What follows belongs to an exercise in optimizing a design on an open flow for small area; a production flow would make more cautious choices.
Power is estimated from default activity; no workload was simulated.

==> flow/design.v <==
`default_nettype none
module violet_top
  (
    input wire i_clk,
    input wire rst,
    input wire [15:0] leds,
    input wire [15:0] display,
    output wire [15:0] buttons,
    input wire uart_rx,
    output wire uart_tx
  );
  violet_core #(.BAUD_DIV(25000000 / 9600)) u_vio(i_clk, rst, leds, display, buttons, uart_rx, uart_tx);
endmodule
module violet_core #(parameter BAUD_DIV = 2604)
  (
    input wire i_clk,
    input wire rst,
    input wire [15:0] leds,
    input wire [15:0] display,
    output reg [15:0] buttons,
    input wire uart_rx,
    output wire uart_tx
  );
  function [11:0] lfsr_step(input [11:0] s);
    lfsr_step = {s[10:0], ~(s[11] ^ s[10] ^ s[9] ^ s[3])};
  endfunction
  function [11:0] lfsr_after(input integer n);
    integer i;
    begin
      lfsr_after = 12'd0;
      for (i = 0; i < n; i = i + 1)
        lfsr_after = lfsr_step(lfsr_after);
    end
  endfunction
  localparam RX_HALF = (BAUD_DIV / 16) * 8;
  localparam [11:0] RX_MID = lfsr_after(RX_HALF - 1);
  localparam [11:0] RX_END = lfsr_after(2 * RX_HALF - 1);
  localparam [11:0] TX_END = lfsr_after(BAUD_DIV - 1);
  reg rx_d, rx_s;
  always @(posedge i_clk) begin
    rx_d <= uart_rx;
    rx_s <= rst | rx_d;
  end
  reg [11:0] rx_t;      
  reg [9:0]  rx_sh;     
  reg        rx_stop;   
  reg [7:0]  rx_data;   
  reg        rx_avail, rx_err;
  wire       rx_ack;
  wire rx_idle  = rx_sh == 10'd0;
  wire rx_start = rx_sh[8:0] == 9'd0;    
  wire rx_mid   = rx_t == RX_MID;
  wire rx_end   = rx_t == RX_END;
  always @(posedge i_clk) begin
    if (rx_idle || rx_end)
      rx_t <= 12'd0;
    else
      rx_t <= lfsr_step(rx_t);
    if (rst) begin
      rx_sh    <= 10'd0;
      rx_stop  <= 1'b0;
      rx_avail <= 1'b0;
      rx_err   <= 1'b0;
    end else if (rx_idle) begin
      if (rx_ack) begin
        rx_avail <= 1'b0;
        rx_err   <= 1'b0;
      end
      if (!rx_s)
        rx_sh <= 10'h200;
    end else if (rx_stop) begin
      if (rx_mid && !rx_s)
        rx_err <= 1'b1;
      if (rx_end) begin
        rx_sh   <= 10'd0;
        rx_stop <= 1'b0;
        if (!rx_err) begin
          rx_data  <= rx_sh[9:2];
          rx_avail <= 1'b1;
        end
      end
    end else if (rx_start && rx_mid && rx_s) begin
      rx_err <= 1'b1;
      rx_sh  <= 10'd0;
    end else begin
      if (rx_mid && !rx_sh[0])
        rx_sh <= {rx_s, rx_sh[9:1]};
      if (rx_end && rx_sh[0])
        rx_stop <= 1'b1;
    end
  end
  localparam D_IDLE = 3'd0, D_ACKR = 3'd1, D_W1 = 3'd2, D_A1 = 3'd3,
             D_W2 = 3'd4, D_A2 = 3'd5, D_EN = 3'd6;
  reg [2:0]  dst;
  reg [1:0]  cls;         
  reg [15:0] cmd_data;
  assign rx_ack = dst == D_ACKR || dst == D_A1 || dst == D_A2;
  wire cmd_en = dst == D_EN;
  always @(posedge i_clk) begin
    if (rst)
      dst <= D_IDLE;
    else
      case (dst)
        D_IDLE, D_EN:
          if (rx_avail) begin
            cls <= rx_data[7:2] == 6'd0 ? rx_data[1:0] : 2'b00;
            dst <= D_ACKR;
          end else
            dst <= D_IDLE;
        D_ACKR: dst <= D_W1;
        D_W1, D_W2:
          if (rx_avail) begin
            cmd_data <= {rx_data, cmd_data[15:8]};
            dst <= dst + 3'd1;
          end
        D_A1: dst <= D_W2;
        D_A2: dst <= D_EN;
        default: dst <= D_IDLE;
      endcase
  end
  localparam V_IDLE = 3'd0, V_REQ = 3'd1, V_TX1 = 3'd2, V_W1 = 3'd3,
             V_W2 = 3'd4;
  reg [2:0]  vst;
  reg [15:0] out;
  wire       tx_idle;
  wire v_free = vst == V_IDLE || (vst == V_W2 && tx_idle);
  wire accept = cmd_en && cls[0] && v_free;
  wire tx_go  = (vst == V_W1 || vst == V_W2) && tx_idle;
  always @(posedge i_clk) begin
    if (rst)
      buttons <= 16'd0;
    else if (cmd_en && cls == 2'b10)
      buttons <= cmd_data;
    if (accept)
      out <= cls[1] ? display : leds;
    else if (vst == V_W1 && tx_idle)
      out[7:0] <= out[15:8];
    if (rst)
      vst <= V_IDLE;
    else if (accept)
      vst <= V_REQ;
    else
      case (vst)
        V_REQ: vst <= V_TX1;
        V_TX1: vst <= V_W1;
        V_W1:  if (tx_idle) vst <= V_W2;
        V_W2:  if (tx_idle) vst <= V_IDLE;
        default: vst <= V_IDLE;
      endcase
  end
  reg [9:0]  tsh;
  reg [11:0] tx_t;
  assign tx_idle = tsh == 10'd0;
  assign uart_tx = tsh[0] | tx_idle;
  wire tx_end = tx_t == TX_END;
  always @(posedge i_clk) begin
    if (tx_go || tx_end)
      tx_t <= 12'd0;
    else
      tx_t <= lfsr_step(tx_t);
    if (rst)
      tsh <= 10'd0;
    else if (tx_go)
      tsh <= {1'b1, out[7:0], 1'b0};
    else if (tx_end)
      tsh <= tsh >> 1;
  end
endmodule
==> flow/config.mk <==
export PLATFORM = sky130hd
export DESIGN_NAME = violet_top
export DESIGN_NICKNAME = violet_top
export VERILOG_FILES = /design/flow/design.v
export SDC_FILE = /design/flow/constraint.sdc
export NUM_CORES = 4
export LEC_CHECK = 0
export CAP_MARGIN = 20
export CORE_MARGIN = 2
export CORE_UTILIZATION = 40
export CTS_BUF_LIST = sky130_fd_sc_hd__clkbuf_4
export CTS_CLUSTER_DIAMETER = 100
export CTS_CLUSTER_SIZE = 30
export SLEW_MARGIN = 20
==> flow/constraint.sdc <==
create_clock -name core_clock -period 10.0 [get_ports {i_clk}]
set_input_delay 2.0000 -clock core_clock [delete_from_list [all_inputs] [get_ports {i_clk}]]
set_output_delay 2.0000 -clock core_clock [all_outputs]
set_load 0.01 [all_outputs]
standard.sh (not shown) runs the stock make flow with config.mk's settings and CLKGATE_MAP_FILE= SYNTH_SCRIPT=/design/flow/synth_recipe.tcl, a recipe that flattens the netlist after the stock synthesis.
==> flow/flow/run.sh <==
#!/bin/bash
# Standard ORFS layout, with minimum-size port buffers and a clock tree of
# small buffers without dummy loads. make's full output goes to flow.log.
set -euo pipefail
bash standard.sh \
  "BUFFER_PORTS_ARGS=-buffer_cell sky130_fd_sc_hd__buf_1" \
  "CTS_ARGS=-sink_clustering_enable -repair_clock_nets -buf_list sky130_fd_sc_hd__clkbuf_8 -sink_clustering_size 30 -sink_clustering_max_diameter 100 -dont_use_dummy_load" \
  finish > flow.log 2>&1
==> next run, changes <==
==> flow/run.sh (new file) <==
#!/bin/bash
# synth_recipe.tcl (not shown) runs the flow's synth.tcl, then flattens the netlist and writes it again
# the make line also repeats each setting of config.mk as NAME=value (left out here)
make -C /OpenROAD-flow-scripts/flow DESIGN_CONFIG=/design/flow/config.mk WORK_HOME=/design/flow/orfs CLKGATE_MAP_FILE= SYNTH_SCRIPT=/design/flow/synth_recipe.tcl finish
removed: flow/flow/run.sh
removed: flow/standard.sh
What happened:
- The changed run passed the timing, DRC and antenna checks
- wire length went up by a few percent
- clock power went up by about a fifth
- clock-buffer cell count went up by 3
- sequential share of layout area went down by 3.5 points
- worst setup slack got worse by 0.46 ns
- sequential power hardly moves
- register-to-register slack got worse by 0.03 ns
- via count went up slightly
- final cell count went up by a few percent
- area after synthesis stays the same
- design area went up by a little under a tenth
No run of this note included a check of the RTL's function; only the layout flow was run.

[static timing again, ports no longer ideal]
In the flow no input, the clock included, has a driving cell. The finished layouts below were timed again as built, in two steps.
Step 1 assumes that a clkbuf_16 drives the clock port and a buf_2 every other input.
Step 2, shift: input delay + t, output delay - t, t = (earliest + latest rising clock arrival at the registers) / 2. This alone moves slack from input paths to output paths.
a / b / c = ideal ports / drivers / drivers and shift; a / b = the first two.
run	t, ns	setup slack, ns	worst hold slack (ns)	clock arrival spread, ns	worst register clock-pin slew, ns
the first run	0.450	6.341 / 6.309 / 6.412	0.405 / 0.405 / 0.405	0.015 / 0.015	0.06 / 0.06
the second run	0.522	5.881 / 5.851 / 6.373	0.418 / 0.418 / 0.418	0.019 / 0.018	0.11 / 0.11
After both steps setup and hold are still met in every run listed.
